Background: an optimization exercise with open tools, aiming at small area. Do not read the settings as production practice. At most, simulation tests tie the RTL to the original design; equivalence was not proved. The RTL of runs 4 and 5 was laid out without a check of its function. Power is estimated from default activity; no workload was simulated.

===== config.mk =====
export PLATFORM = sky130hd
export DESIGN_NAME = snake_top
export DESIGN_NICKNAME = snake_top
export VERILOG_FILES = /design/flow/design.v
export SDC_FILE = /design/flow/constraint.sdc
export NUM_CORES = 4
export LEC_CHECK = 0
export CAP_MARGIN = 20
export CORE_MARGIN = 2
export CORE_UTILIZATION = 60
export SLEW_MARGIN = 20

===== constraint.sdc =====
create_clock -name core_clock -period 20.0 [get_ports {CLOCK_50}]
set_input_delay 4.0000 -clock core_clock [delete_from_list [all_inputs] [get_ports {CLOCK_50}]]
set_output_delay 4.0000 -clock core_clock [all_outputs]
set_load 0.01 [all_outputs]

===== design.v =====
module snake_top(
	input CLOCK_50,
	input [4:0] KEY,            
	output [3:0] VGA_R,
	output [3:0] VGA_G,
	output [3:0] VGA_B,
	output VGA_HS,
	output VGA_VS,
	output [6:0] HEX0,
	output [6:0] HEX1,
	output [6:0] HEX2,
	output [6:0] HEX3,
	output [6:0] HEX4,
	output [6:0] HEX5
);
wire reset = ~KEY[4];
reg clk25;
reg [9:0] hcount;
reg [9:0] vcount;
wire [9:0] vinc = vcount + 10'd1;
wire hend = hcount[9] && hcount[8] && hcount[4:0] == 5'd31;    
always @(posedge CLOCK_50 or posedge reset) begin
	if (reset) begin
		clk25 <= 0;
		hcount <= 0;
		vcount <= 0;
	end else begin
		clk25 <= ~clk25;
		if (!clk25) begin
			if (hend) begin
				hcount <= 0;
				vcount <= (vcount[9] && vcount[3] && vcount[2]) ? 10'd0 : vinc;    
			end else
				hcount <= hcount + 10'd1;
		end
	end
end
assign VGA_HS = ~((hcount >= 656) && (hcount < 752));
assign VGA_VS = ~((vcount >= 490) && (vcount < 492));
wire display_on = (hcount < 640) && (vcount < 480);
reg ld;
reg [2:0] qt;          
reg [3:0] qo;          
reg [5:0] w;           
wire j0 = (qt == 0) && (qo == 0);
wire tick = ld && (w == 63);
always @(posedge CLOCK_50 or posedge reset) begin
	if (reset) begin
		ld <= 0;
		qt <= 0;
		qo <= 0;
		w <= 62;
	end else begin
		if ((j0 && !ld) || tick)
			w <= w + 6'd1;
		if (ld) begin
			if (!tick) begin
				ld <= 0;
				qt <= 6;
				qo <= 3;
			end
		end else if (j0) begin
			ld <= 1;
		end else if (qo == 0) begin
			qo <= 9;
			qt <= qt - 3'd1;
		end else
			qo <= qo - 4'd1;
	end
end
reg [1:0] direction;
always @(posedge CLOCK_50 or posedge reset) begin
	if (reset)
		direction <= 2'b01;
	else begin
		if (KEY[0] && direction != 2'b10) direction <= 2'b00;
		else if (KEY[1] && direction != 2'b11) direction <= 2'b01;
		else if (KEY[2] && direction != 2'b00) direction <= 2'b10;
		else if (KEY[3] && direction != 2'b01) direction <= 2'b11;
	end
end
reg game_over;
reg [5:0] hx;
reg [4:0] hy;
reg [5:0] ax;
reg [4:0] ay;
reg [5:0] lfsr_x;
reg [4:0] lfsr_y;
reg [3:0] lt;          
reg [3:0] lo;          
reg sat;               
reg [2:0] zt;          
reg [3:0] zo;          
reg [5:0] tx;          
reg [4:0] ty;
reg [1:0] tlink;       
reg tzero;
reg coll;              
reg [5:0] clr_x;       
reg clr_f;
reg [1:0] ring_lo [0:8];
reg [1:0] ring_hi [9:64];
wire [1:0] tap = ring_hi[64];
wire wall = (hx >= 39) || (hy >= 29) || (hx <= 1) || (hy == 0);
wire eat = (hx == ax) && (hy == ay);
wire go_tick = tick && !game_over;
wire move = go_tick && !coll && !wall;
wire len64 = (lt > 6) || (lt == 6 && lo >= 4);
wire grow_vis = eat && !len64;
wire len_wrap = eat && (lt == 12) && (lo == 7);
wire len0 = (lt == 0) && (lo == 0);
reg [5:0] px_w;
reg [4:0] py_w;
reg vis;               
reg vprev;             
wire cvis = vis || sat;
wire zero_j = (zt == qt) && (zo == qo);
wire last_vis = !vprev;
wire last_cvis = !(vprev || sat) || (qt == 6 && qo == 3);
always @(posedge CLOCK_50 or posedge reset) begin
	if (reset)
		vprev <= 1;
	else
		vprev <= ld ? 1'b0 : vis;
end
always @(posedge CLOCK_50)
	vis <= ld ? len64 : (vis || ({1'b0, qt} == lt && qo == lo));
always @(posedge CLOCK_50) begin : ring_rot
	integer p;
	for (p = 10; p <= 64; p = p + 1)
		ring_hi[p] <= ring_hi[p-1];
	ring_hi[9] <= ring_lo[8];
end
always @(posedge CLOCK_50 or posedge reset) begin : ring_rst
	integer p;
	if (reset) begin
		for (p = 0; p <= 8; p = p + 1)
			ring_lo[p] <= 2'b00;
	end else begin
		for (p = 1; p <= 8; p = p + 1)
			ring_lo[p] <= ring_lo[p-1];
		ring_lo[0] <= move ? direction : tap;
	end
end
always @(posedge CLOCK_50) begin
	if (ld || !cvis) begin
		px_w <= tx;
		py_w <= ty;
	end else if (!zero_j) begin
		case (tap)
			2'b00: py_w <= py_w - 5'd1;
			2'b01: px_w <= px_w + 6'd1;
			2'b10: py_w <= py_w + 5'd1;
			2'b11: px_w <= px_w - 6'd1;
		endcase
	end
end
reg [38:2] mask;
reg bld;
reg built;
wire hblank = (hcount >= 640);
wire [4:0] mask_row = hblank ? vinc[8:4] : vcount[8:4];
wire start = ld && !tick && hblank && !built;
reg pend;
wire first_move = (zt == 0) && (zo == 0);
wire set_en = ld ? (move && !(len0 && !eat) && !first_move) : (bld && vis);
wire mhit = pend || (set_en && py_w == mask_row);
wire [5:0] maddr = pend ? clr_x : px_w;
always @(posedge CLOCK_50 or posedge reset) begin
	if (reset) begin
		bld <= 0;
		built <= 0;
		pend <= 0;
	end else begin
		if (ld)
			bld <= start;
		if (start)
			built <= 1;
		else if (!hblank)
			built <= 0;
		pend <= move && !grow_vis && !len_wrap && clr_f;
	end
end
always @(posedge CLOCK_50) begin : mask_blk
	integer x;
	if (start || (move && len_wrap))
		mask <= 0;
	else
		for (x = 2; x <= 38; x = x + 1)
			if (mhit && maddr == x)
				mask[x] <= !pend;
end
always @(posedge CLOCK_50)
	if (!ld && last_vis)
		clr_x <= px_w;
always @(posedge CLOCK_50 or posedge reset) begin
	if (reset) begin
		game_over <= 0;
		lfsr_x <= 6'b101001;
		lfsr_y <= 5'b11011;
		ax <= 10;
		ay <= 7;
		hx <= 20;
		hy <= 15;
		lt <= 1;
		lo <= 0;
		sat <= 0;
		zt <= 0;
		zo <= 0;
		tx <= 20;
		ty <= 24;
		tlink <= 2'b00;
		tzero <= 0;
		coll <= 0;
		clr_f <= 0;
	end else begin
		sat <= sat | len64;
		if (ld)
			coll <= 0;
		else begin
			if (cvis && !j0 && px_w == hx && py_w == hy)
				coll <= 1;
			if (last_vis)
				clr_f <= (py_w == mask_row) && !zero_j;
			if (last_cvis) begin
				tlink <= tap;
				tzero <= zero_j;
			end
		end
		if (go_tick) begin
			lfsr_x <= {lfsr_x[4:0], lfsr_x[5] ^ lfsr_x[2]};
			lfsr_y <= {lfsr_y[3:0], lfsr_y[4] ^ lfsr_y[2]};
			if (lfsr_x <= 1 || lfsr_x >= 39) lfsr_x <= 5;
			if (lfsr_y <= 1 || lfsr_y >= 29) lfsr_y <= 5;
			case (direction)
				2'b00: hy <= hy - 5'd1;
				2'b01: hx <= hx + 6'd1;
				2'b10: hy <= hy + 5'd1;
				2'b11: hx <= hx - 6'd1;
			endcase
			if (coll || wall)
				game_over <= 1;
		end
		if (move) begin
			if (!(zt == 6 && zo == 4)) begin
				if (zo == 9) begin
					zo <= 0;
					zt <= zt + 3'd1;
				end else
					zo <= zo + 4'd1;
			end
			if (eat) begin
				if (len_wrap) begin
					lt <= 0;
					lo <= 0;
				end else if (lo == 9) begin
					lo <= 0;
					lt <= lt + 4'd1;
				end else
					lo <= lo + 4'd1;
				ax <= lfsr_x % 40;
				ay <= lfsr_y % 30;
			end
			if (!(grow_vis && !sat) && !tzero) begin
				case (tlink)
					2'b00: ty <= ty - 5'd1;
					2'b01: tx <= tx + 6'd1;
					2'b10: ty <= ty + 5'd1;
					2'b11: tx <= tx - 6'd1;
				endcase
			end
		end
	end
end
wire [5:0] cell_x = hcount[9:4];
wire [4:0] cell_y = vcount[8:4];
wire [31:0] mlo = {mask[31:2], 2'b00};
wire [7:0] mhi = {1'b0, mask[38:32]};
wire mbit = cell_x[5] ? mhi[cell_x[2:0]] : mlo[cell_x[4:0]];
wire hit_snake = mbit && mask_row != 0 && !(pend && cell_x == clr_x);
wire hit_apple = (cell_x == ax) && (cell_y == ay);
wire border = (hcount < 29) || (hcount >= 624) || (vcount < 16) || (vcount >= 464);
reg [3:0] hsub;        
reg [2:0] tc;          
reg [2:0] tl;          
reg [3:0] vsub;        
reg [3:0] tr;          
always @(posedge CLOCK_50 or posedge reset) begin
	if (reset)
		tr <= 15;
	else if (!clk25 && hend) begin
		if (vcount == 200)
			tr <= 0;
		else if (vsub == 9 && tr != 15)
			tr <= tr + 4'd1;
	end
end
always @(posedge CLOCK_50) begin
	if (!clk25) begin
		if (hcount == 200) begin
			hsub <= 0;
			tc <= 0;
			tl <= 0;
		end else if (hsub == 9) begin
			hsub <= 0;
			if (tc == 5) begin
				tc <= 0;
				if (!tl[2]) tl <= tl + 3'd1;
			end else
				tc <= tc + 3'd1;
		end else
			hsub <= hsub + 4'd1;
		if (hend) begin
			if (vcount == 200 || vsub == 9)
				vsub <= 0;
			else
				vsub <= vsub + 4'd1;
		end
	end
end
reg [4:0] grow;
always @(*) begin
	case ({tr[3], tl[1:0], tr[2:0]})
		6'b000000: grow = 5'b11111;
		6'b000001: grow = 5'b00001;
		6'b000010: grow = 5'b00001;
		6'b000011: grow = 5'b11001;
		6'b000100: grow = 5'b10001;
		6'b000101: grow = 5'b10001;
		6'b000110: grow = 5'b11111;
		6'b001000: grow = 5'b11111;
		6'b001001: grow = 5'b10001;
		6'b001010: grow = 5'b10001;
		6'b001011: grow = 5'b11111;
		6'b001100: grow = 5'b10001;
		6'b001101: grow = 5'b10001;
		6'b001110: grow = 5'b10001;
		6'b010000: grow = 5'b10001;
		6'b010001: grow = 5'b10001;
		6'b010010: grow = 5'b11011;
		6'b010011: grow = 5'b10101;
		6'b010100: grow = 5'b10001;
		6'b010101: grow = 5'b10001;
		6'b010110: grow = 5'b10001;
		6'b011000: grow = 5'b11111;
		6'b011001: grow = 5'b00001;
		6'b011010: grow = 5'b00001;
		6'b011011: grow = 5'b00111;
		6'b011100: grow = 5'b00001;
		6'b011101: grow = 5'b00001;
		6'b011110: grow = 5'b11111;
		6'b100000: grow = 5'b11111;
		6'b100001: grow = 5'b10001;
		6'b100010: grow = 5'b10001;
		6'b100011: grow = 5'b10001;
		6'b100100: grow = 5'b10001;
		6'b100101: grow = 5'b10001;
		6'b100110: grow = 5'b11111;
		6'b101000: grow = 5'b10001;
		6'b101001: grow = 5'b10001;
		6'b101010: grow = 5'b10001;
		6'b101011: grow = 5'b10001;
		6'b101100: grow = 5'b01010;
		6'b101101: grow = 5'b01010;
		6'b101110: grow = 5'b00100;
		6'b110000: grow = 5'b11111;
		6'b110001: grow = 5'b00001;
		6'b110010: grow = 5'b00001;
		6'b110011: grow = 5'b00111;
		6'b110100: grow = 5'b00001;
		6'b110101: grow = 5'b00001;
		6'b110110: grow = 5'b11111;
		6'b111000: grow = 5'b01111;
		6'b111001: grow = 5'b10001;
		6'b111010: grow = 5'b10001;
		6'b111011: grow = 5'b01111;
		6'b111100: grow = 5'b00101;
		6'b111101: grow = 5'b01001;
		6'b111110: grow = 5'b10001;
		6'b000111: grow = 5'b11111;
		6'b001111: grow = 5'b10001;
		6'b010111: grow = 5'b10001;
		6'b011111: grow = 5'b11111;
		6'b100111: grow = 5'b11111;
		6'b101111: grow = 5'b00100;
		6'b110111: grow = 5'b11111;
		6'b111111: grow = 5'b10001;
		default: grow = 5'b00000;
	endcase
end
wire text = !tl[2] && (tr[2:0] != 7) && (tc != 5) && grow[tc];
reg [3:0] r, g, b;
always @(*) begin
	if (game_over) begin
		r = 4'hF;
		g = text ? 4'hF : 4'h0;
		b = text ? 4'hF : 4'h0;
	end else if (hit_snake) begin
		r = 4'h0; g = 4'hF; b = 4'h0;
	end else if (hit_apple) begin
		r = 4'hF; g = 4'h0; b = 4'h0;
	end else if (border) begin
		r = 4'h0; g = 4'hA; b = 4'hA;
	end else begin
		r = 4'h0; g = 4'h0; b = 4'h0;
	end
end
assign VGA_R = display_on ? r : 4'h0;
assign VGA_G = display_on ? g : 4'h0;
assign VGA_B = display_on ? b : 4'h0;
assign HEX0[0] = !((lo[3]) || (!lo[0] && !lo[2]) || (lo[0] && lo[2]) || (lo[1]));
assign HEX0[1] = !((!lo[2]) || (!lo[0] && !lo[1]) || (lo[0] && lo[1]));
assign HEX0[2] = (!lo[0] && lo[1] && !lo[2]);
assign HEX0[3] = (lo[0] && !lo[1] && !lo[2] && !lo[3]) || (!lo[0] && !lo[1] && lo[2]) || (lo[0] && lo[1] && lo[2]);
assign HEX0[4] = (!lo[1] && lo[2]) || (lo[0]);
assign HEX0[5] = (lo[0] && !lo[2] && !lo[3]) || (lo[1] && !lo[2]) || (lo[0] && lo[1]);
assign HEX0[6] = (!lo[1] && !lo[2] && !lo[3]) || (lo[0] && lo[1] && lo[2]);
assign HEX1[0] = !((lt[1] && !lt[3]) || (!lt[1] && lt[3]) || (!lt[0] && !lt[2]) || (lt[0] && lt[2]));
assign HEX1[1] = !((!lt[0] && !lt[1] && !lt[3]) || (lt[0] && lt[1] && !lt[3]) || (!lt[1] && !lt[2]) || (!lt[0] && !lt[2]));
assign HEX1[2] = (!lt[0] && lt[1] && !lt[2] && !lt[3]) || (lt[2] && lt[3]);
assign HEX1[3] = (lt[0] && !lt[1] && !lt[2] && !lt[3]) || (!lt[0] && !lt[1] && lt[2] && !lt[3]) || (!lt[0] && lt[1] && lt[3]) || (lt[0] && lt[1] && lt[2]);
assign HEX1[4] = (!lt[1] && lt[2] && !lt[3]) || (lt[0] && !lt[3]) || (lt[0] && !lt[1]);
assign HEX1[5] = !((lt[3]) || (!lt[1] && lt[2]) || (!lt[0] && lt[2]) || (!lt[0] && !lt[1]));
assign HEX1[6] = (!lt[1] && !lt[2] && !lt[3]) || (lt[2] && lt[3]) || (lt[0] && lt[1] && lt[2]);
assign HEX2 = 7'b1111111;
assign HEX3 = 7'b1111111;
assign HEX4 = 7'b1111111;
assign HEX5 = 7'b1111111;
endmodule

===== flow/run.sh =====
#!/bin/bash
# The standard ORFS layout (standard.sh, unchanged) with two settings
# passed through the environment:
#  - the port buffers that buffer_ports inserts use the smallest buffer
#    (every input and output port still gets its own buffer);
#  - clock tree synthesis clusters the flip-flops 16 to a buffer within
#    60 um, uses clkbuf_8 and adds no dummy loads.
# standard.sh's output goes to standard.log; ORFS keeps each tool's log
# under orfs/logs/.
set -o pipefail
export BUFFER_PORTS_ARGS="-buffer_cell sky130_fd_sc_hd__buf_1"
export CTS_ARGS="-sink_clustering_enable -repair_clock_nets -sink_clustering_size 10 -sink_clustering_max_diameter 40 -buf_list sky130_fd_sc_hd__clkbuf_4 -dont_use_dummy_load"
bash standard.sh > standard.log 2>&1

===== standard.sh =====
#!/bin/bash
# synth_recipe.tcl (not shown) runs the flow's synth.tcl, then flattens the netlist and writes it again
# the make line also repeats each setting of config.mk as NAME=value (left out here)
make -C /OpenROAD-flow-scripts/flow DESIGN_CONFIG=/design/flow/config.mk WORK_HOME=/design/flow/orfs CLKGATE_MAP_FILE= SYNTH_SCRIPT=/design/flow/synth_recipe.tcl "${@:-finish}"

==> results of run 1 <==
==> kinds of logic (layout without fill, tap and decap cells) <==
group | count (synthesis) | in the layout | share of synthesized area, %
adders and majority gates | 62 | 62 | 5.75
DFF | 310 | 310 | 50.9
muxes | 34 | 34 | 3.26
AOI/OAI and AO/OA | 307 | 307 | 14.4
and+or+nand+nor | 377 | 377 | 13.0
xor gates and xnor gates | 119 | 119 | 7.56
buffers and inverters | 154 | 139 | 5.09
other | 1 | 30 | 0.0265
==> area by class of cell <==
class / instances / area share (%)
repair buffers: 40 / 1.23
clock buffers: 45 / 2.31
flip-flops and latches: 310 / 49.2
inverters: 54 / 1.38
multi-input cells: 927 / 43.2
well taps: 319 / 2.72
diodes: 2 / 0.0342
==> per-stage QoR <==
stage | hold WS (ns) | setup WS (ns) | cells
detailed placement | 0.312 | 13.02 | 1650
global placement | 0.310 | 13.09 | 1650
finish | 0.287 | 12.44 | 1697
floorplan | 0.310 | 13.29 | 1391
global route | 0.291 | 12.10 | 1697
CTS | 0.285 | 12.33 | 1695
==> power groups by stage <==
stage / Sequential (uW) / Clock, uW / Combinational [uW]
after floorplan: 644 / 0 / 13.4
after global placement: 646 / 0 / 14.5
after detailed placement: 646 / 0 / 14.7
after CTS: 633 / 309 / 14.8
after global routing: 633 / 336 / 16.9
final: 633 / 295 / 14.4
==> layer usage <==
layer / wire length [um] / track usage (%) / up-vias
li1: - / - / 4790
met1: 13700 / 33.8 / 4629
met2: 12600 / 36.7 / 196
met3: 1200 / 3.61 / 48
met4: 623 / 6.84 / 0
met5: 0 / 0 / -
==> flip-flops by register name, indices dropped and copies added (netlist names), 6 cells and up <==
signal   cells
w            6
clr_x        6
ax           6
vcount      10
tx           6
ring_lo     18
lfsr_x       6
ring_hi    112
hcount      10
hx           6
px_w         6
mask        37
==> how the worst min path moves through the flow <==
stage                                start                endpoint  slack (ns)  cells after the start
finish              ring_hi[24][1]$_DFF_P_  ring_hi[25][1]$_DFF_P_        0.29                      0
global route        ring_hi[24][1]$_DFF_P_  ring_hi[25][1]$_DFF_P_        0.29                      0
CTS                 ring_hi[62][0]$_DFF_P_  ring_hi[63][0]$_DFF_P_        0.29                      0
detailed placement  ring_hi[18][1]$_DFF_P_  ring_hi[19][1]$_DFF_P_        0.31                      0
global placement    ring_hi[33][1]$_DFF_P_  ring_hi[34][1]$_DFF_P_        0.31                      0
floorplan            ring_hi[9][0]$_DFF_P_  ring_hi[10][0]$_DFF_P_        0.31                      0
==> placed cells by master (no fill, tap or decap), types with 7 or more instances in the layout <==
cell type    n
dfstp_2     34
o31ai_1     29
a21o_1      17
o21ai_2      7
nand3_1     27
o211ai_1    41
nor2_1      78
dfxtp_1    150
buf_4        7
inv_1       54
mux4_2       8
clkbuf_4    46
conb_1      28
nand2b_1    12
xor2_1      58
nand2_1    132
o21ai_0     75
nor3_1      27
xnor2_1     59
a22o_1       8
ha_1        57
o21ai_1     11
nor4_1      16
and3_1      13
nand3b_1    11
dfrtp_1     95
and2_1       9
edfxtp_1    31
mux2i_1      9
buf_1       32
mux2_2      17
nor3b_1      8
nand4_1     14
a21oi_1     48
==> worst register-to-register path, cell delays in order, from the launching register on <==
cell      delay (ns)
dfrtp_1         0.57
o21ai_1         0.65
nor3_1          0.15
or4_1           0.49
a2111o_1        0.47
a2111o_1        0.74
or3b_4          0.65
o21ai_2         0.13
==> results.cfg, run 1 <==
[timing]
setup_viol = 0
relSlewSlack_pct = 37.7
hold_violations = 0
worst_pin_slew_ns = 0.935
finalClockSkew_ns = 0.0782
fin_crit_sh_pct = 37.8
report.final.slew_viol_count = 0
finalSetupTns_ns = 0
fmax_mhz = 132
period_needed_ns = 7.56
grt_setup_unrepaired = no

[clock_tree]
clk_pin_slew_ns = 0.09
numCtsBuffers = 45
hold_buffers = 0
clockRootBuffer = clkbuf_4
cts_buffer_depth = 3
post-cts-setup-buffer-count = 0
clk_latency_ns = 0.67
htree_levels = 2
post_cts_resized = 0
cts_tree = built
cts.sinks = 310

[synth]
synth_seq_cells = 310
synth_cell_types = 75
yosysTopAreaCell = dfxtp_1
synthTopCellsByArea = dfxtp_1, dfrtp_1, edfxtp_1
synth_top_area_share_pct = 21.2
synth_area_um2 = 14100
synth_common_cells = dfxtp_1, nand2_1, dfrtp_1, nor2_1, o21ai_0
synth_flop_cell = dfxtp_1
ys_seq_area_share_pct = 50.9
synthCells = 1364
synth_edf_count = 31
post-synth-top-count-cell = dfxtp_1
yosysWarnings = 3
async_reset_ff_share_pct = 41.6
avgSynthCellArea_um2 = 10.4

[final_layout]
n_fill_cell = 1972
postLayoutCellArea_um2 = 14700
seqCellArea_um2 = 7200
multi_input_area_um2 = 6320
finalCoreUtilization_pct = 62.8
area_delta_synth_final_pct = 3.61
drive_gt1_share_pct = 9.38
nets = 1446

[floorplan]
coreArea_um2 = 23300
rows = 56
die_height_um = 158
die-area_um2 = 24800
ios = 62
initial_core_util_pct = 60.6
dieWidth_um = 158

[worst_setup_path]
path_class = flop to output pin
crit_required_ns = 16.00
path_depth = 8
slowest_stage = dfrtp_1
crit_buf_inv = 1
crit_end = VGA_R[2]
crit_start = hcount[4]$_DFFE_PN0N_
cpPeakStageDelay_ns = 0.92
rr_startpoint = hcount[8]$_DFFE_PN0N_
cp.arrival_ns = 3.56
critPathMaxFanout = 21
r2r_cells = 7
path_cells = mux4_2 > mux2i_1 > a221oi_1 > a311oi_1 > a311o_1 > a21oi_1 > nor2_1 > buf_1
cp-end-kind = output pin
start_kind = flop
r2r_end = mask[33]$_SDFFE_PP0P_
cp_top_family = flip-flops
r2r_setup_slack_ns = 16.07

[route]
drt_iter0_markers = 723
wl_mm = 28.1
antenna_left = 0
vias = 9663
vias_per_cell = 5.69
wl_per_cell_um = 16.5
drc = 0
dr.pass1.iters = 5

[power_and_ir_drop]
total_power_uw = 942
switching_share_pct = 21.7
p_int_uw = 738
pwr-share-comb_pct = 1.5
power.share.sequential_pct = 67.2
pwr-share-clk_pct = 31.3
power_leakage_uw = 0.00618
peakVddDrop_uv = 60.8
pwr_density_cell_nw_per_um2 = 64.3
power.net_switching_uw = 204

[placed_design]
dp_hpwl_mm = 19.3
gp_congestion = 0.853
dpl_cell_area_um2 = 14300
io_buffers = 33

[global_routing]
grt_max_degree = 72
antenna_found_initial = 2
grt_first_pass_wirelength_mm = 46.7
grt_pass1_vias = 9218
grtUsageTotal_pct = 23.4
overflow = 0

[min_path]
hold_path_class = flop to flop

[job]
cap_violations = 0

[outcome]
status = finished clean
==> run 2, diff against run 1 <==
--- a/flow/run.sh
+++ b/flow/run.sh
@@ -9,5 +9,5 @@
 # under orfs/logs/.
 set -o pipefail
 export BUFFER_PORTS_ARGS="-buffer_cell sky130_fd_sc_hd__buf_1"
-export CTS_ARGS="-sink_clustering_enable -repair_clock_nets -sink_clustering_size 10 -sink_clustering_max_diameter 40 -buf_list sky130_fd_sc_hd__clkbuf_4 -dont_use_dummy_load"
+export CTS_ARGS="-sink_clustering_enable -repair_clock_nets -sink_clustering_size 16 -sink_clustering_max_diameter 60 -buf_list sky130_fd_sc_hd__clkbuf_8 -dont_use_dummy_load"
 bash standard.sh > standard.log 2>&1
==> run 2 against run 1 <==
Net effect:
- still clean
- wire length fell by 0.95%
- combinational power barely moved
- global-route usage fell by 0.22 points
- critical path depth is the same
- hold slack gained 0.040 ns
- synthesized cell count stayed put
- utilization grew 0.30 points
- critical path type unchanged
==> results.cfg, run 2 <==
[outcome]
status = finished clean

[worst_setup_path]
cpPeakStageDelay_ns = 0.91
r2r_end = mask[35]$_SDFFE_PP0P_
path_cells = mux4_2 > mux2i_1 > a221oi_1 > a311oi_1 > a311o_1 > nand3b_1 > a21oi_1 > buf_1
path_class = flop to output pin
r2r_cells = 7
cp_top_family = compound AO/OA/AOI/OAI gates
cp-end-kind = output pin
start_kind = flop
path_depth = 8
slowest_stage = dfrtp_1
r2r_setup_slack_ns = 16.08
cp.arrival_ns = 3.44
crit_required_ns = 16.00
rr_startpoint = hcount[8]$_DFFE_PN0N_
critPathMaxFanout = 21
crit_buf_inv = 1

[global_routing]
overflow = 0
busiest_layer = met2
grt_first_pass_wirelength_mm = 46.5
antenna_found_initial = 1
grtUsageTotal_pct = 23.2
grtUsageMet3_pct = 3.06
use_met2_pct = 37.0
grt_pass1_vias = 9096
grt_max_degree = 72
grt_use_met1_pct = 33.7

[placed_design]
dp_hpwl_mm = 19.3
dp_slack_ns = 13.02
gp_congestion = 0.853
placed_cells_incl_taps = 1650
dpl_cell_area_um2 = 14300
io_buffers = 33

[clock_tree]
clk_pin_slew_ns = 0.09
clk_latency_ns = 0.59
clockRootBuffer = clkbuf_8
htree_levels = 1
post-cts-setup-buffer-count = 0
cts.sinks = 310
hold_buffers = 0
cts_tree = built
cts_buffer_depth = 3
numCtsBuffers = 30
post_cts_resized = 0

[synth]
synth_top_area_share_pct = 21.2
synth_edf_count = 31
synth_common_cells = dfxtp_1, nand2_1, dfrtp_1, nor2_1, o21ai_0
synth_cell_types = 75
synthCells = 1364
synthTopCellsByArea = dfxtp_1, dfrtp_1, edfxtp_1
synth_flop_cell = dfxtp_1
synth_area_um2 = 14100
yosysWarnings = 3
post-synth-top-count-cell = dfxtp_1
yosysTopAreaCell = dfxtp_1
async_reset_ff_share_pct = 41.6
avgSynthCellArea_um2 = 10.4
ys_seq_area_share_pct = 50.9
synth_seq_cells = 310

[timing]
finalSetupTns_ns = 0
hold_violations = 0
worst_pin_slew_ns = 0.929
period_needed_ns = 7.44
relSlewSlack_pct = 38.1
finalClockSkew_ns = 0.0529
grt_setup_unrepaired = no
fmax_mhz = 134
report.final.slew_viol_count = 0
fin_crit_sh_pct = 37.2
layout_setup_ws_ns = 12.56
setup_viol = 0

[route]
vias = 9514
wl_per_cell_um = 16.6
dr.pass1.iters = 5
antenna_left = 0
vias_per_cell = 5.66
drc = 0
wl_mm = 27.8
drt_iter0_markers = 748

[final_layout]
n_fill_cell = 1968
drive_gt1_share_pct = 8.38
top_regs = ring_hi (112), mask (37), ring_lo (18)
largest_register_ffs = 112
fin_cells = 1680
mostFrequentLayoutCells = dfxtp_1, nand2_1, dfrtp_1, nor2_1, o21ai_0
antenna_cells = 0
final_common_cell = dfxtp_1
postLayoutCellArea_um2 = 14700
area_delta_synth_final_pct = 4.11
top_register = ring_hi
nets = 1431

[floorplan]
rows = 56
coreArea_um2 = 23300
dieWidth_um = 158
die_height_um = 158
die-area_um2 = 24800
ios = 62
initial_core_util_pct = 60.6

[min_path]
hp-start = ring_hi[42][0]$_DFF_P_
hold_end = ring_hi[43][0]$_DFF_P_
whs_path_depth = 0
hold_path_class = flop to flop

[power_and_ir_drop]
pwr_density_cell_nw_per_um2 = 65.9
power_leakage_uw = 0.00618
peakVddDrop_uv = 78.8

[job]
cap_violations = 0
==> run 2: metal layers <==
| layer | part of all wire [%] | routed length, um |
|---|---|---|
| met1 | 49 | 13600 |
| met2 | 45 | 12500 |
| met3 | 3.9 | 1080 |
| met4 | 2.1 | 590 |
| met5 | 0 | 0 |
==> run 2: kinds of logic (layout without fill, tap and decap cells) <==
logic type | Yosys count | after routing | synth area share, %
AND/OR/NAND/NOR | 377 | 377 | 13.0
other | 1 | 28 | 0.0265
buffers and inverters | 154 | 124 | 5.09
flip-flops | 310 | 310 | 50.9
adder cells (fa/ha/maj) | 62 | 62 | 5.75
multiplexers | 34 | 34 | 3.26
XOR/XNOR | 119 | 119 | 7.56
AO/OA/AOI/OAI | 307 | 307 | 14.4
==> run 2: metrics by stage <==
| stage | hold slack [ns] | utilization (%) | power [uW] |
|---|---|---|---|
| floorplan | 0.310 | - | 657 |
| global route | 0.333 | 63.1 | 1010 |
| global placement | 0.310 | 61.3 | 660 |
| detailed placement | 0.312 | 61.3 | 661 |
| CTS | 0.330 | 63.1 | 984 |
| finish | 0.328 | 63.1 | 971 |
==> run 2: power by group <==
part | leakage [uW] | total (uW) | switching [uW] | internal (uW)
sequential | 0.00312 | 633 | 2.00 | 631
combinational | 0.00285 | 14.4 | 10.6 | 3.76
clock | 0.000216 | 323 | 191 | 133
total | 0.00618 | 971 | 203 | 767
==> run 2: worst reg2reg max path, cell delays in order, from the launching register on <==
cell	delay [ns]
dfrtp_1	0.56
o21ai_1	0.65
nor3_1	0.15
or4_1	0.49
a2111o_1	0.47
a2111o_1	0.74
or3b_4	0.65
o21ai_2	0.14
==> run 2: worst max-delay path by stage <==
stage	from	end
4_1_cts	hcount[4]$_DFFE_PN0N_	VGA_R[2]
6_report	hcount[4]$_DFFE_PN0N_	VGA_B[3]
3_5_place_dp	hcount[4]$_DFFE_PN0N_	VGA_R[2]
5_1_grt	hcount[4]$_DFFE_PN0N_	VGA_R[1]
3_3_place_gp	hcount[4]$_DFFE_PN0N_	VGA_R[3]
2_1_floorplan	tr[1]$_DFFE_PN1P_	VGA_G[3]
==> run 2: layout make-up <==
cell class / instances / area (um^2) / area share [%]
flip-flops and latches: 310 / 7200 / 48.9
inverters: 54 / 203 / 1.38
well taps: 319 / 399 / 2.71
clock buffers: 30 / 413 / 2.80
repair buffers: 40 / 180 / 1.22
multi-input cells: 927 / 6320 / 43.0
==> run 3, diff against run 2 <==
==> flow/run.sh (replaced) <==
#!/bin/bash
# The standard ORFS layout (standard.sh, unchanged) with two settings
# passed through the environment:
#  - the port buffers that buffer_ports inserts use the smallest buffer
#    (every input and output port still gets its own buffer);
#  - clock tree synthesis clusters the flip-flops up to 10 to a buffer
#    within 40 um, uses clkbuf_4 and adds no dummy loads.
# standard.sh's output goes to standard.log; ORFS keeps each tool's log
# under orfs/logs/.
set -o pipefail
export BUFFER_PORTS_ARGS="-buffer_cell sky130_fd_sc_hd__buf_1"
export CTS_ARGS="-sink_clustering_enable -repair_clock_nets -sink_clustering_size 10 -sink_clustering_max_diameter 40 -buf_list sky130_fd_sc_hd__clkbuf_4 -dont_use_dummy_load"
bash standard.sh > standard.log 2>&1
==> run 3 against run 2 <==
Net effect:
- setup slack got worse by 0.12 ns
- final cell count up 1.0%
- via count is 1.6% higher
- maximum frequency is 1.6% lower
- count of clock-buffer cells in the layout rose by 15
- non-clock buffer count did not move
- hold slack worse by 0.040 ns
- die area stayed put
- combinational power about the same
- highest routed layer unchanged
==> results.cfg, run 3 <==
[outcome]
status = finished clean

[global_routing]
grt_max_degree = 72
grt_first_pass_wirelength_mm = 46.7
grtUsageTotal_pct = 23.4
grt_pass1_vias = 9218
antenna_found_initial = 2
overflow = 0

[timing]
relSlewSlack_pct = 37.7
period_needed_ns = 7.56
finalSetupTns_ns = 0
finalClockSkew_ns = 0.0782
hold_violations = 0
fmax_mhz = 132
worst_pin_slew_ns = 0.935
report.final.slew_viol_count = 0
grt_setup_unrepaired = no
setup_viol = 0
fin_crit_sh_pct = 37.8

[floorplan]
dieWidth_um = 158
coreArea_um2 = 23300
die-area_um2 = 24800
initial_core_util_pct = 60.6
die_height_um = 158
ios = 62
rows = 56

[clock_tree]
clk_latency_ns = 0.67
cts_buffer_depth = 3
post-cts-setup-buffer-count = 0
clockRootBuffer = clkbuf_4
hold_buffers = 0
post_cts_resized = 0
clk_pin_slew_ns = 0.09
cts.sinks = 310
numCtsBuffers = 45
cts_tree = built
htree_levels = 2

[route]
top_layer_used = met4
drc = 0
dr.pass1.iters = 5
vias_per_cell = 5.69
drt_iter0_markers = 723
route.met3.wl_mm = 1.20
antenna_left = 0
wl_mm = 28.1
met1_length_mm = 13.7
vias = 9663
wl_per_cell_um = 16.5
wl_met2_mm = 12.6

[worst_setup_path]
cpPeakStageDelay_ns = 0.92
cp-end-kind = output pin
critPathMaxFanout = 21
path_class = flop to output pin
crit_required_ns = 16.00
start_kind = flop
crit_buf_inv = 1
cp.arrival_ns = 3.56
cp_top_family = flip-flops
slowest_stage = dfrtp_1
path_cells = mux4_2 > mux2i_1 > a221oi_1 > a311oi_1 > a311o_1 > a21oi_1 > nor2_1 > buf_1

[power_and_ir_drop]
pwr-share-clk_pct = 31.3
total_power_uw = 942
p_int_uw = 738
peakVddDrop_uv = 60.8
switching_share_pct = 21.7
pwr_density_cell_nw_per_um2 = 64.3
power.share.sequential_pct = 67.2
power_leakage_uw = 0.00618
power.net_switching_uw = 204
pwr-share-comb_pct = 1.5

[final_layout]
fin_cells = 1697
top_register = ring_hi
drive_gt1_share_pct = 9.38
postLayoutCellArea_um2 = 14700
n_fill_cell = 1972
mostFrequentLayoutCells = dfxtp_1, nand2_1, dfrtp_1, nor2_1, o21ai_0
finalCoreUtilization_pct = 62.8
area_delta_synth_final_pct = 3.61
top_regs = ring_hi (112), mask (37), ring_lo (18)
largest_register_ffs = 112
nets = 1446
final_common_cell = dfxtp_1

[placed_design]
placed_cells_incl_taps = 1650
dp_hpwl_mm = 19.3
io_buffers = 33
dpl_cell_area_um2 = 14300
gp_congestion = 0.853

[synth]
synthCells = 1364
yosysTopAreaCell = dfxtp_1
yosysWarnings = 3
synthTopCellsByArea = dfxtp_1, dfrtp_1, edfxtp_1
synth_area_um2 = 14100
ys_seq_area_share_pct = 50.9
synth_edf_count = 31
synth_cell_types = 75
async_reset_ff_share_pct = 41.6
synth_common_cells = dfxtp_1, nand2_1, dfrtp_1, nor2_1, o21ai_0
synth_top_area_share_pct = 21.2
synth_seq_cells = 310
synth_flop_cell = dfxtp_1
post-synth-top-count-cell = dfxtp_1
avgSynthCellArea_um2 = 10.4

[min_path]
hold_path_class = flop to flop

[job]
cap_violations = 0
[run 3: changes by cell type in the layout (fill, tap and decap cells not counted), sizes merged]
cell / before / now
diode: 0 / 2
clkbuf: 31 / 46
[run 3: through the flow]
stage | setup slack (ns) | hold slack [ns]
floorplan | 13.29 | 0.310
global placement | 13.09 | 0.310
detailed placement | 13.02 | 0.312
CTS | 12.33 | 0.285
global route | 12.10 | 0.291
finish | 12.44 | 0.287
[run 3: path summary, 6_finish.rpt]
check,startpoint,end,slack (ns),depth (start not counted)
max,hcount[4]$_DFFE_PN0N_,VGA_R[2],12.44,8
min,ring_hi[24][1]$_DFF_P_,ring_hi[25][1]$_DFF_P_,0.29,0
max reg2reg,hcount[8]$_DFFE_PN0N_,mask[33]$_SDFFE_PP0P_,16.07,7
min reg2reg,ring_hi[24][1]$_DFF_P_,ring_hi[25][1]$_DFF_P_,0.29,0
max in group asynchronous,KEY[4],vcount[4]$_DFFE_PN0P_,15.04,2
min in group asynchronous,KEY[4],ring_lo[7][0]$_DFF_PN0_,3.47,1
[run 3: final cells by class]
class / instances / area, um^2 / share of cell area (%)
diodes: 2 / 5.00 / 0.0342
clock buffers: 45 / 338 / 2.31
inverters: 54 / 203 / 1.38
multi-input cells: 927 / 6320 / 43.2
flip-flops and latches: 310 / 7200 / 49.2
well taps: 319 / 399 / 2.72
repair buffers: 40 / 180 / 1.23
[run 3: metal layers]
layer	vias to the layer above	global-route usage [%]
met4	0	6.84
met1	4629	33.8
met5	-	0
met3	48	3.61
li1	4790	-
met2	196	36.7
[run 3: cell families (layout without fill, tap and decap cells)]
| kind of cell | after synthesis | count (layout) | share of synthesized area, % |
|---|---|---|---|
| adder cells (fa/ha/maj) | 62 | 62 | 5.75 |
| flip-flops | 310 | 310 | 50.9 |
| buffers and inverters | 154 | 139 | 5.09 |
| AO/OA/AOI/OAI | 307 | 307 | 14.4 |
| other | 1 | 30 | 0.0265 |
| multiplexers | 34 | 34 | 3.26 |
| AND/OR/NAND/NOR | 377 | 377 | 13.0 |
| XOR/XNOR | 119 | 119 | 7.56 |
[run 3: power by group through the flow]
stage / clock [uW] / combinational, uW / sequential, uW
6_report: 295 / 14.4 / 633
5_1_grt: 336 / 16.9 / 633
4_1_cts: 309 / 14.8 / 633
3_5_place_dp: 0 / 14.7 / 646
3_3_place_gp: 0 / 14.5 / 646
2_1_floorplan: 0 / 13.4 / 644
[run 3: worst register-to-register path, stage by stage, from the launching register on]
cell and delay, ns:
dfrtp_1 0.57, o21ai_1 0.65, nor3_1 0.15, or4_1 0.49
a2111o_1 0.47, a2111o_1 0.74, or3b_4 0.65, o21ai_2 0.13
==> run 4, diff against run 3 <==
--- a/design.v
+++ b/design.v
@@ -93,8 +93,7 @@
 reg [3:0] zo;          
 reg [5:0] tx;          
 reg [4:0] ty;
-reg [1:0] tlink;       
-reg tzero;
+reg lc_d;              
 reg coll;              
 reg [5:0] clr_x;       
 reg clr_f;
@@ -207,10 +206,9 @@
 		sat <= 0;
 		zt <= 0;
 		zo <= 0;
-		tx <= 20;
-		ty <= 24;
-		tlink <= 2'b00;
-		tzero <= 0;
+		tx <= 20;          
+		ty <= 23;          
+		lc_d <= 0;
 		coll <= 0;
 		clr_f <= 0;
 	end else begin
@@ -222,10 +220,11 @@
 				coll <= 1;
 			if (last_vis)
 				clr_f <= (py_w == mask_row) && !zero_j;
-			if (last_cvis) begin
-				tlink <= tap;
-				tzero <= zero_j;
-			end
+		end
+		lc_d <= !ld && last_cvis;
+		if (!ld && lc_d && w == 62 && !(grow_vis && !sat)) begin
+			tx <= px_w;
+			ty <= py_w;
 		end
 		if (go_tick) begin
 			lfsr_x <= {lfsr_x[4:0], lfsr_x[5] ^ lfsr_x[2]};
@@ -261,14 +260,6 @@
 				ax <= lfsr_x % 40;
 				ay <= lfsr_y % 30;
 			end
-			if (!(grow_vis && !sat) && !tzero) begin
-				case (tlink)
-					2'b00: ty <= ty - 5'd1;
-					2'b01: tx <= tx + 6'd1;
-					2'b10: ty <= ty + 5'd1;
-					2'b11: tx <= tx - 6'd1;
-				endcase
-			end
 		end
 	end
 end
==> run 4 against run 3 <==
Net effect:
- non-clock buffer count down 1
- via count down 0.19%
- largest cell class unchanged
- register-to-register slack improved by 0.55 ns
- count of clock-buffer cells in the layout shrank 1
- global-route usage grew 0.19 points
- still clean on timing, DRC and antenna
==> results.cfg, run 4 <==
[floorplan]
ios = 62
dieWidth_um = 156
die-area_um2 = 24500
coreArea_um2 = 22700
initial_core_util_pct = 61.4
rows = 55
die_height_um = 156

[final_layout]
area_delta_synth_final_pct = 3.09
drive_gt1_share_pct = 9.54
largest_register_ffs = 112
seqCellArea_um2 = 7160
nets = 1425
n_fill_cell = 1925
final_common_cell = dfxtp_1
top_register = ring_hi
top_regs = ring_hi (112), mask (37), ring_lo (18)
mostFrequentLayoutCells = dfxtp_1, nand2_1, o21ai_0, dfrtp_1, nor2_1
multi_input_area_um2 = 6150

[worst_setup_path]
cp-end-kind = output pin
slowest_stage = dfstp_2
r2r_cells = 7
cpPeakStageDelay_ns = 0.64
crit_required_ns = 16.00
path_depth = 10
start_kind = flop
cp_top_family = compound AO/OA/AOI/OAI gates
path_cells = inv_1 > ha_1 > nor2b_1 > o21ai_0 > a221oi_1 > a311o_1 > and3_1 > o311ai_0 > o41ai_1 > buf_1
crit_buf_inv = 2
cp.arrival_ns = 3.74
critPathMaxFanout = 10
path_class = flop to output pin

[clock_tree]
clk_pin_slew_ns = 0.09
post-cts-setup-buffer-count = 0
hold_buffers = 0
numCtsBuffers = 44
cts_buffer_depth = 3
htree_levels = 2
clockRootBuffer = clkbuf_4
cts_tree = built
cts.sinks = 308
post_cts_resized = 0
clk_latency_ns = 0.70

[route]
wl_per_cell_um = 17.1
dr.pass1.iters = 5
drc = 0
antenna_left = 0
drt_iter0_markers = 606
vias_per_cell = 5.85
vias = 9645
wl_mm = 28.1

[synth]
yosysTopAreaCell = dfxtp_1
synth_common_cells = dfxtp_1, nand2_1, o21ai_0, dfrtp_1, nor2_1
post-synth-top-count-cell = dfxtp_1
synth_top_area_share_pct = 21.5
async_reset_ff_share_pct = 41.2
yosysWarnings = 3
avgSynthCellArea_um2 = 10.3
synth_edf_count = 31
synth_seq_cells = 308
synth_cell_types = 81
synthTopCellsByArea = dfxtp_1, dfrtp_1, dfstp_2
synth_area_um2 = 13900
ys_seq_area_share_pct = 51.3
synthCells = 1357
synth_flop_cell = dfxtp_1

[timing]
finalClockSkew_ns = 0.109
grt_setup_unrepaired = no
period_needed_ns = 7.74
hold_violations = 0
fin_crit_sh_pct = 38.7
worst_pin_slew_ns = 1.09
fmax_mhz = 129
relSlewSlack_pct = 27.2
report.final.slew_viol_count = 0
setup_viol = 0
finalSetupTns_ns = 0

[placed_design]
dp_hpwl_mm = 19.4
gp_congestion = 0.887
io_buffers = 33

[outcome]
status = finished clean

[global_routing]
grt_max_degree = 73
grt_pass1_vias = 9087
antenna_found_initial = 1
overflow = 0
grt_first_pass_wirelength_mm = 46.6
grtUsageTotal_pct = 23.6

[min_path]
whs_path_depth = 0
hold_path_class = flop to flop

[power_and_ir_drop]
total_power_uw = 930
pwr_density_cell_nw_per_um2 = 64.7
power_leakage_uw = 0.00601
peakVddDrop_uv = 47.5

[job]
cap_violations = 0
## run 4: cell count changes after synthesis, sizes merged, moves of 9 or more
| cell | change |
|---|---|
| a21o | -9 |
| a31oi | +9 |
| buf | +10 |
| nand2 | -20 |
| nand2b | +10 |
| nand4 | +10 |
| o21ai | +22 |
| o31ai | -18 |
| xnor2 | -12 |
## run 4: cells by family (layout without fill, tap and decap cells)
logic type,after synthesis,count (layout),synth area share [%]
flip-flops,308,308,51.3
AND/OR/NAND/NOR,391,391,14.4
buffers and inverters,160,139,5.33
AO/OA/AOI/OAI,297,297,13.7
multiplexers,35,35,3.31
adder cells (fa/ha/maj),54,54,5.00
other,1,29,0.0269
XOR/XNOR,111,111,6.97
## run 4: power by group
group	total, uW	internal (uW)	switching, uW
combinational	14.7	3.65	11.0
sequential	629	627	2.02
clock	287	101	186
## run 4: path summary, 6_finish.rpt
path / startpoint / slack (ns) / endpoint
setup / recovery: tr[1]$_DFFE_PN1P_ / 12.26 / VGA_B[1]
setup reg to reg: ld$_DFF_PN0_ / 16.62 / mask[17]$_SDFFE_PP0P_
min in group asynchronous: KEY[4] / 3.43 / tx[3]$_DFFE_PN0P_
hold / removal: ring_hi[14][1]$_DFF_P_ / 0.25 / ring_hi[15][1]$_DFF_P_
max in group asynchronous: KEY[4] / 15.06 / bld$_DFFE_PN0P_
hold reg to reg: ring_hi[14][1]$_DFF_P_ / 0.25 / ring_hi[15][1]$_DFF_P_
## run 4: area by class of cell
type / count / share of cell area [%]
Inverter: 56 / 1.46
Sequential cell: 308 / 49.8
Tap cell: 285 / 2.48
Multi-Input combinational cell: 916 / 42.8
Antenna cell: 1 / 0.0174
Clock buffer: 44 / 2.30
Timing Repair Buffer: 39 / 1.20
## run 4: stage by stage
stage	utilization, %	worst slack, ns	hold WS, ns	cell area [um^2]	std cells
global placement	61.9	12.98	0.310	14000	1604
finish	63.3	12.26	0.251	14400	1649
floorplan	-	13.01	0.310	14100	1384
detailed placement	61.9	12.94	0.312	14000	1604
global route	63.3	11.92	0.252	14400	1649
CTS	63.3	12.22	0.227	14400	1648
## run 4: routing by layer
metal | global-route usage (%) | up-vias | part of all wire (%)
met3 | 4.13 | 64 | 5.4
met1 | 32.8 | 4585 | 46
met4 | 7.51 | 0 | 2.6
met2 | 37.9 | 260 | 46
met5 | 0 | - | 0
li1 | - | 4736 | -
==> run 5, diff against run 4 <==
--- a/design.v
+++ b/design.v
@@ -141,17 +141,26 @@
 		ring_lo[0] <= move ? direction : tap;
 	end
 end
+reg [5:0] nx;
+reg [4:0] ny;
+always @(*) begin
+	nx = px_w;
+	ny = py_w;
+	if (!zero_j)
+		case (tap)
+			2'b00: ny = py_w - 5'd1;
+			2'b01: nx = px_w + 6'd1;
+			2'b10: ny = py_w + 5'd1;
+			2'b11: nx = px_w - 6'd1;
+		endcase
+end
 always @(posedge CLOCK_50) begin
 	if (ld || !cvis) begin
 		px_w <= tx;
 		py_w <= ty;
-	end else if (!zero_j) begin
-		case (tap)
-			2'b00: py_w <= py_w - 5'd1;
-			2'b01: px_w <= px_w + 6'd1;
-			2'b10: py_w <= py_w + 5'd1;
-			2'b11: px_w <= px_w - 6'd1;
-		endcase
+	end else begin
+		px_w <= nx;
+		py_w <= ny;
 	end
 end
 reg [38:2] mask;
@@ -222,6 +231,10 @@
 				clr_f <= (py_w == mask_row) && !zero_j;
 		end
 		lc_d <= !ld && last_cvis;
+		if (!ld && j0 && !first_move) begin
+			hx <= nx;
+			hy <= ny;
+		end
 		if (!ld && lc_d && w == 62 && !(grow_vis && !sat)) begin
 			tx <= px_w;
 			ty <= py_w;
@@ -231,12 +244,6 @@
 			lfsr_y <= {lfsr_y[3:0], lfsr_y[4] ^ lfsr_y[2]};
 			if (lfsr_x <= 1 || lfsr_x >= 39) lfsr_x <= 5;
 			if (lfsr_y <= 1 || lfsr_y >= 29) lfsr_y <= 5;
-			case (direction)
-				2'b00: hy <= hy - 5'd1;
-				2'b01: hx <= hx + 6'd1;
-				2'b10: hy <= hy + 5'd1;
-				2'b11: hx <= hx - 6'd1;
-			endcase
 			if (coll || wall)
 				game_over <= 1;
 		end
==> run 5 against run 4 <==
Net effect:
- critical path depth down 4
- power about the same
- first-iteration DRC count up 58%
- wire length up 3.2%
- critical endpoint is now VGA_R[1]
- synthesized cell count up 3.2%
- register-to-register slack worse by 0.24 ns
- largest power group unchanged
- largest cell class unchanged
- still clean
==> results.cfg, run 5 <==
[route]
drc = 0
wl_per_cell_um = 16.9
drt_iter0_markers = 959
wl_mm = 29.0
vias_per_cell = 5.76
antenna_left = 0
vias = 9924
dr.pass1.iters = 7

[placed_design]
dp_hpwl_mm = 19.8
gp_congestion = 0.870
placed_cells_incl_taps = 1677
io_buffers = 33

[floorplan]
die_height_um = 157
initial_core_util_pct = 61.5
rows = 55
die-area_um2 = 24600
dieWidth_um = 157
coreArea_um2 = 22800
ios = 62

[global_routing]
grt_max_degree = 72
grt_pass1_vias = 9277
antenna_found_initial = 1
overflow = 0
grtUsageTotal_pct = 24.3
grt_first_pass_wirelength_mm = 48.0

[synth]
yosysWarnings = 3
avgSynthCellArea_um2 = 10.0
async_reset_ff_share_pct = 41.2
synth_flop_cell = dfxtp_1
synth_common_cells = dfxtp_1, nand2_1, nor2_1, dfrtp_1, o21ai_0
synth_edf_count = 20
synth_top_area_share_pct = 23.0
synthTopCellsByArea = dfxtp_1, dfrtp_1, dfstp_2
synth_area_um2 = 14000
ys_seq_area_share_pct = 50.3
post-synth-top-count-cell = dfxtp_1
synthCells = 1400
synth_cell_types = 82
synth_seq_cells = 308
yosysTopAreaCell = dfxtp_1

[clock_tree]
numCtsBuffers = 44
cts_tree = built
clockRootBuffer = clkbuf_4
hold_buffers = 0
post-cts-setup-buffer-count = 0
post_cts_resized = 0
cts.sinks = 308
htree_levels = 2
cts_buffer_depth = 3
clk_latency_ns = 0.67
clk_pin_slew_ns = 0.10

[worst_setup_path]
r2r_end = lt[1]$_DFFE_PN0P_
r2r_cells = 6
critPathMaxFanout = 21
crit_required_ns = 16.00
r2r_setup_slack_ns = 16.38
cp-end-kind = output pin
rr_startpoint = w[1]$_DFFE_PN1P_
cp.arrival_ns = 3.63
start_kind = flop
path_class = flop to output pin

[outcome]
status = finished clean

[timing]
relSlewSlack_pct = 25.5
setup_viol = 0
hold_slack_ns = 0.284
report.final.slew_viol_count = 0
hold_violations = 0
grt_setup_unrepaired = no
fmax_mhz = 131
finalSetupTns_ns = 0
fin_crit_sh_pct = 38.1
period_needed_ns = 7.63
worst_pin_slew_ns = 1.12
finalClockSkew_ns = 0.0977

[power_and_ir_drop]
power_leakage_uw = 0.00584
pwr_density_cell_nw_per_um2 = 64.3
peakVddDrop_uv = 68.1

[min_path]
hold_end = ring_hi[26][0]$_DFF_P_
hold_path_class = flop to flop
whs_path_depth = 0
hp-start = ring_hi[25][0]$_DFF_P_

[final_layout]
area_delta_synth_final_pct = 3.32
final_common_cell = dfxtp_1
top_regs = ring_hi (112), mask (37), ring_lo (18)
largest_register_ffs = 112
fin_cells = 1722
top_register = ring_hi
drive_gt1_share_pct = 9.52
nets = 1463
mostFrequentLayoutCells = dfxtp_1, nand2_1, nor2_1, dfrtp_1, o21ai_0

[job]
cap_violations = 0
[run 5: layout make-up]
| cell class | count | area, um^2 |
|---|---|---|
| inverters | 49 | 184 |
| diodes | 1 | 2.50 |
| repair buffers | 43 | 203 |
| well taps | 313 | 392 |
| clock buffers | 44 | 330 |
| fillers | 1948 | 8310 |
| flip-flops and latches | 308 | 7050 |
| multi-input cells | 964 | 6310 |
[run 5: logic make-up after synthesis]
logic type	Yosys count	synth area share, %
and+or+nand+nor	442	15.5
AOI/OAI and AO/OA	309	14.4
DFF	308	50.3
buffers and inverters	155	5.45
xor gates and xnor gates	94	5.88
adders and majority gates	47	4.31
muxes	44	4.05
other	1	0.0268
[run 5: worst max-delay path by stage]
stage | from | endpoint | slack (ns)
3_5_place_dp | hcount[7]$_DFFE_PN0N_ | VGA_G[3] | 12.93
6_report | hcount[4]$_DFFE_PN0N_ | VGA_R[1] | 12.37
3_3_place_gp | hcount[7]$_DFFE_PN0N_ | VGA_G[3] | 13.04
4_1_cts | hcount[7]$_DFFE_PN0N_ | VGA_G[3] | 12.25
2_1_floorplan | tr[1]$_DFFE_PN1P_ | VGA_G[3] | 13.29
5_1_grt | hcount[4]$_DFFE_PN0N_ | VGA_R[0] | 12.11
[run 5: per-layer routing]
| layer | vias up | share of wire (%) | track usage, % |
|---|---|---|---|
| met4 | 0 | 1.9 | 6.77 |
| met2 | 258 | 45 | 36.9 |
| met1 | 4709 | 48 | 36.0 |
| li1 | 4908 | - | - |
| met3 | 49 | 5.4 | 3.77 |
| met5 | - | 0 | 0 |
[run 5: worst max-delay path, cell delays in order (launching register included)]
cell and delay (ns):
dfrtp_1 0.93, mux4_2 0.58, or4_1 0.39, a21boi_0 0.41
o31ai_1 0.13, a21boi_0 0.38, buf_1 0.20
[run 5: power breakdown]
part           total [uW]  switching [uW]  internal, uW
sequential            625           0.931           624
clock                 296             195           101
combinational        10.3            8.69          1.61
[run 5: metrics by stage]
stage               instance area (um^2)  setup slack [ns]  power (uW)  util, %
floorplan                          14100             13.29         646        -
global placement                   14100             13.04         648     62.0
detailed placement                 14100             12.93         648     62.0
CTS                                14500             12.25         941     63.5
global route                       14500             12.11         966     63.5
finish                             14500             12.37         931     63.5
==> run 6, diff against run 5 <==
--- a/design.v
+++ b/design.v
@@ -281,17 +281,24 @@
 reg [3:0] hsub;        
 reg [2:0] tc;          
 reg [2:0] tl;          
-reg [3:0] vsub;        
 reg [3:0] tr;          
-always @(posedge CLOCK_50 or posedge reset) begin
-	if (reset)
-		tr <= 15;
-	else if (!clk25 && hend) begin
-		if (vcount == 200)
-			tr <= 0;
-		else if (vsub == 9 && tr != 15)
-			tr <= tr + 4'd1;
-	end
+always @(*) begin
+	tr = 15;
+	if (vcount > 200 && vcount <= 210) tr = 0;
+	if (vcount > 210 && vcount <= 220) tr = 1;
+	if (vcount > 220 && vcount <= 230) tr = 2;
+	if (vcount > 230 && vcount <= 240) tr = 3;
+	if (vcount > 240 && vcount <= 250) tr = 4;
+	if (vcount > 250 && vcount <= 260) tr = 5;
+	if (vcount > 260 && vcount <= 270) tr = 6;
+	if (vcount > 270 && vcount <= 280) tr = 7;
+	if (vcount > 280 && vcount <= 290) tr = 8;
+	if (vcount > 290 && vcount <= 300) tr = 9;
+	if (vcount > 300 && vcount <= 310) tr = 10;
+	if (vcount > 310 && vcount <= 320) tr = 11;
+	if (vcount > 320 && vcount <= 330) tr = 12;
+	if (vcount > 330 && vcount <= 340) tr = 13;
+	if (vcount > 340 && vcount <= 350) tr = 14;
 end
 always @(posedge CLOCK_50) begin
 	if (!clk25) begin
@@ -308,12 +315,6 @@
 				tc <= tc + 3'd1;
 		end else
 			hsub <= hsub + 4'd1;
-		if (hend) begin
-			if (vcount == 200 || vsub == 9)
-				vsub <= 0;
-			else
-				vsub <= vsub + 4'd1;
-		end
 	end
 end
 reg [4:0] grow;
==> run 6 against run 5 <==
Net effect:
- still clean
- final cell count decreased by 1.6%
- synthesized area decreased by 0.98%
- flip-flop and latch count decreased by 8
- die area decreased by 0.96%
- non-clock buffer count increased by 1
- synthesized cell count increased by 0.57%
- critical path type unchanged
- critical endpoint is now VGA_B[1]
- largest cell class unchanged
- largest power group unchanged
- highest routed layer unchanged
==> results.cfg, run 6 <==
[min_path]
hold_path_class = flop to flop
whs_path_depth = 0

[final_layout]
drive_gt1_share_pct = 10.0
n_fill_cell = 1871
top_regs = ring_hi (112), mask (37), ring_lo (18)
area_delta_synth_final_pct = 2.86
largest_register_ffs = 112
final_common_cell = dfxtp_1
mostFrequentLayoutCells = dfxtp_1, nand2_1, o21ai_0, dfrtp_1, nor2_1
nets = 1461
top_register = ring_hi

[clock_tree]
post-cts-setup-buffer-count = 0
cts_buffer_depth = 3
clk_pin_slew_ns = 0.10
htree_levels = 2
post_cts_resized = 0
hold_buffers = 0
cts.sinks = 300
numCtsBuffers = 42
clockRootBuffer = clkbuf_4
cts_tree = built
clk_latency_ns = 0.65

[worst_setup_path]
critPathMaxFanout = 20
path_class = flop to output pin
r2r_setup_slack_ns = 16.19
crit_buf_inv = 1
crit_required_ns = 16.00
path_depth = 13
cp_top_family = compound AO/OA/AOI/OAI gates
r2r_cells = 9
cp.arrival_ns = 4.74
cp-end-kind = output pin
start_kind = flop
cpPeakStageDelay_ns = 0.68
path_cells = or2_1 > a21o_1 > o21ai_1 > mux2i_1 > nor2_1 > ha_1 > o21ai_2 > o221ai_1 > a211oi_1 > nor3b_1 > nand4bb_1 > o22ai_1 > buf_1
slowest_stage = mux2i_1

[floorplan]
initial_core_util_pct = 61.2
coreArea_um2 = 22600
dieWidth_um = 156
die-area_um2 = 24300
die_height_um = 156
ios = 62
rows = 55

[global_routing]
overflow = 0
grtUsageTotal_pct = 24.1
grt_pass1_vias = 9435
antenna_found_initial = 1
grt_max_degree = 78
grt_first_pass_wirelength_mm = 47.7

[route]
drt_iter0_markers = 772
vias = 9967
wl_per_cell_um = 16.8
drc = 0
dr.pass1.iters = 5
wl_mm = 28.5
antenna_left = 0
vias_per_cell = 5.88

[outcome]
status = finished clean

[synth]
ys_seq_area_share_pct = 49.2
synthCells = 1408
post-synth-top-count-cell = dfxtp_1
synth_seq_cells = 300
synth_top_area_share_pct = 23.2
synthTopCellsByArea = dfxtp_1, dfrtp_1, dfstp_2
synth_area_um2 = 13900
synth_edf_count = 16
synth_cell_types = 94
async_reset_ff_share_pct = 41.0
synth_flop_cell = dfxtp_1
synth_common_cells = dfxtp_1, nand2_1, o21ai_0, dfrtp_1, nor2_1
yosysTopAreaCell = dfxtp_1
yosysWarnings = 3
avgSynthCellArea_um2 = 9.85

[job]
cap_violations = 0

[timing]
hold_slack_ns = 0.328
worst_pin_slew_ns = 0.881
relSlewSlack_pct = 41.3
grt_setup_unrepaired = no
hold_violations = 0
layout_setup_ws_ns = 11.26
fin_crit_sh_pct = 43.7
finalClockSkew_ns = 0.0616
finalSetupTns_ns = 0
setup_viol = 0
fmax_mhz = 114
period_needed_ns = 8.74
report.final.slew_viol_count = 0

[power_and_ir_drop]
peakVddDrop_uv = 75.6
total_power_uw = 899
power_leakage_uw = 0.00585
pwr_density_cell_nw_per_um2 = 63.0

[placed_design]
dp_slack_ns = 11.97
gp_congestion = 0.903
io_buffers = 33
dp_hpwl_mm = 19.4
run 6: cell types whose count changed after synthesis, sizes merged, moves of 13 or more:
cell / previous run / this run
or3: 6 / 21
nor3: 52 / 28
o21ai: 88 / 124
a311oi: 4 / 17
a22o: 37 / 4
a21oi: 72 / 89
run 6: power breakdown:
part	switching, uW	internal (uW)	leakage [uW]
Combinational	8.65	2.00	0.00265
Sequential	0.986	607	0.00300
Clock	184	96.9	0.000193
run 6: stage by stage:
stage	utilization, %	std cells	instance area (um^2)
final	63.0	1695	14300
after global routing	63.0	1695	14300
after CTS	62.9	1693	14200
after detailed placement	61.5	1651	13900
after global placement	61.5	1651	13900
after floorplan	-	1435	14000
run 6: kinds of logic (layout without fill, tap and decap cells):
| group | count (synthesis) | after routing | share of synthesized area, % |
|---|---|---|---|
| simple gates | 416 | 416 | 15.4 |
| mux | 38 | 38 | 3.75 |
| xor+xnor | 93 | 93 | 5.87 |
| buf+inv | 165 | 139 | 5.80 |
| compound gates | 351 | 351 | 15.9 |
| fa+ha+maj | 44 | 44 | 4.08 |
| other cells | 1 | 29 | 0.0270 |
| flops | 300 | 300 | 49.2 |
run 6: routing by layer:
metal,part of all wire (%),GRT usage (%)
met2,46,38.0
met5,0,0
met1,47,34.9
met4,2.1,6.86
met3,5.6,3.56
run 6: worst paths after layout:
path	from	endpoint
max	vcount[7]$_DFFE_PN0P_	VGA_B[1]
min	ring_hi[18][0]$_DFF_P_	ring_hi[19][0]$_DFF_P_
max reg2reg	ld$_DFF_PN0_	mask[29]$_SDFFE_PP0P_
min reg2reg	ring_hi[18][0]$_DFF_P_	ring_hi[19][0]$_DFF_P_
max in group asynchronous	KEY[4]	hx[4]$_DFFE_PN1P_
min in group asynchronous	KEY[4]	hcount[4]$_DFFE_PN0N_
run 6: worst reg2reg max path: stages (launching register included):
cell and delay, ns:
dfrtp_1 0.76, nand3_1 0.37, nor2_2 0.44, and2_1 0.43, a32o_1 0.30, a41oi_2 0.20
a21o_2 0.36, nor2b_1 0.44, a21oi_1 0.12, a311oi_1 0.28
run 6: cell type report:
type | instances | area [um^2] | share of cell area, %
sequential | 300 | 6820 | 47.8
multi-input combinational | 970 | 6340 | 44.5
tap | 285 | 357 | 2.50
clock buffer | 42 | 315 | 2.21
timing repair buffer | 44 | 223 | 1.56
inverter | 53 | 199 | 1.39
antenna | 1 | 2.50 | 0.0175

re-timing with driven ports:
The results above use ideal ports. As a check the final layouts listed here were re-extracted and re-timed, cells and wires unchanged. Step 1 (the two cells are an assumption about what drives the block):
set clk [get_ports {CLOCK_50}]
set_driving_cell -lib_cell sky130_fd_sc_hd__clkbuf_16 $clk
set_driving_cell -lib_cell sky130_fd_sc_hd__buf_2 [delete_from_list [all_inputs] $clk]
Step 2 adds t to the input delays and takes it off the output delays; t is the mean of the earliest and latest rising clock arrival at the registers after step 1. Input paths then give back, and output paths get back, about the clock's delay inside the block. Slacks: no drivers / after step 1 / after step 2; pairs: no drivers / after step 1.
run | t, ns | setup WS [ns] | cell pins on the clock port's net
run 1 | 0.671 | 12.441 / 12.401 / 13.072 | 1
run 2 | 0.607 | 12.564 / 12.519 / 13.127 | 1
run 3 | 0.671 | 12.441 / 12.401 / 13.072 | 1
run 4 | 0.683 | 12.259 / 12.219 / 12.902 | 1
run 5 | 0.661 | 12.371 / 12.330 / 12.992 | 1
run 6 | 0.669 | 11.260 / 11.214 / 11.883 | 1
After both steps setup and hold are still met in every run listed.
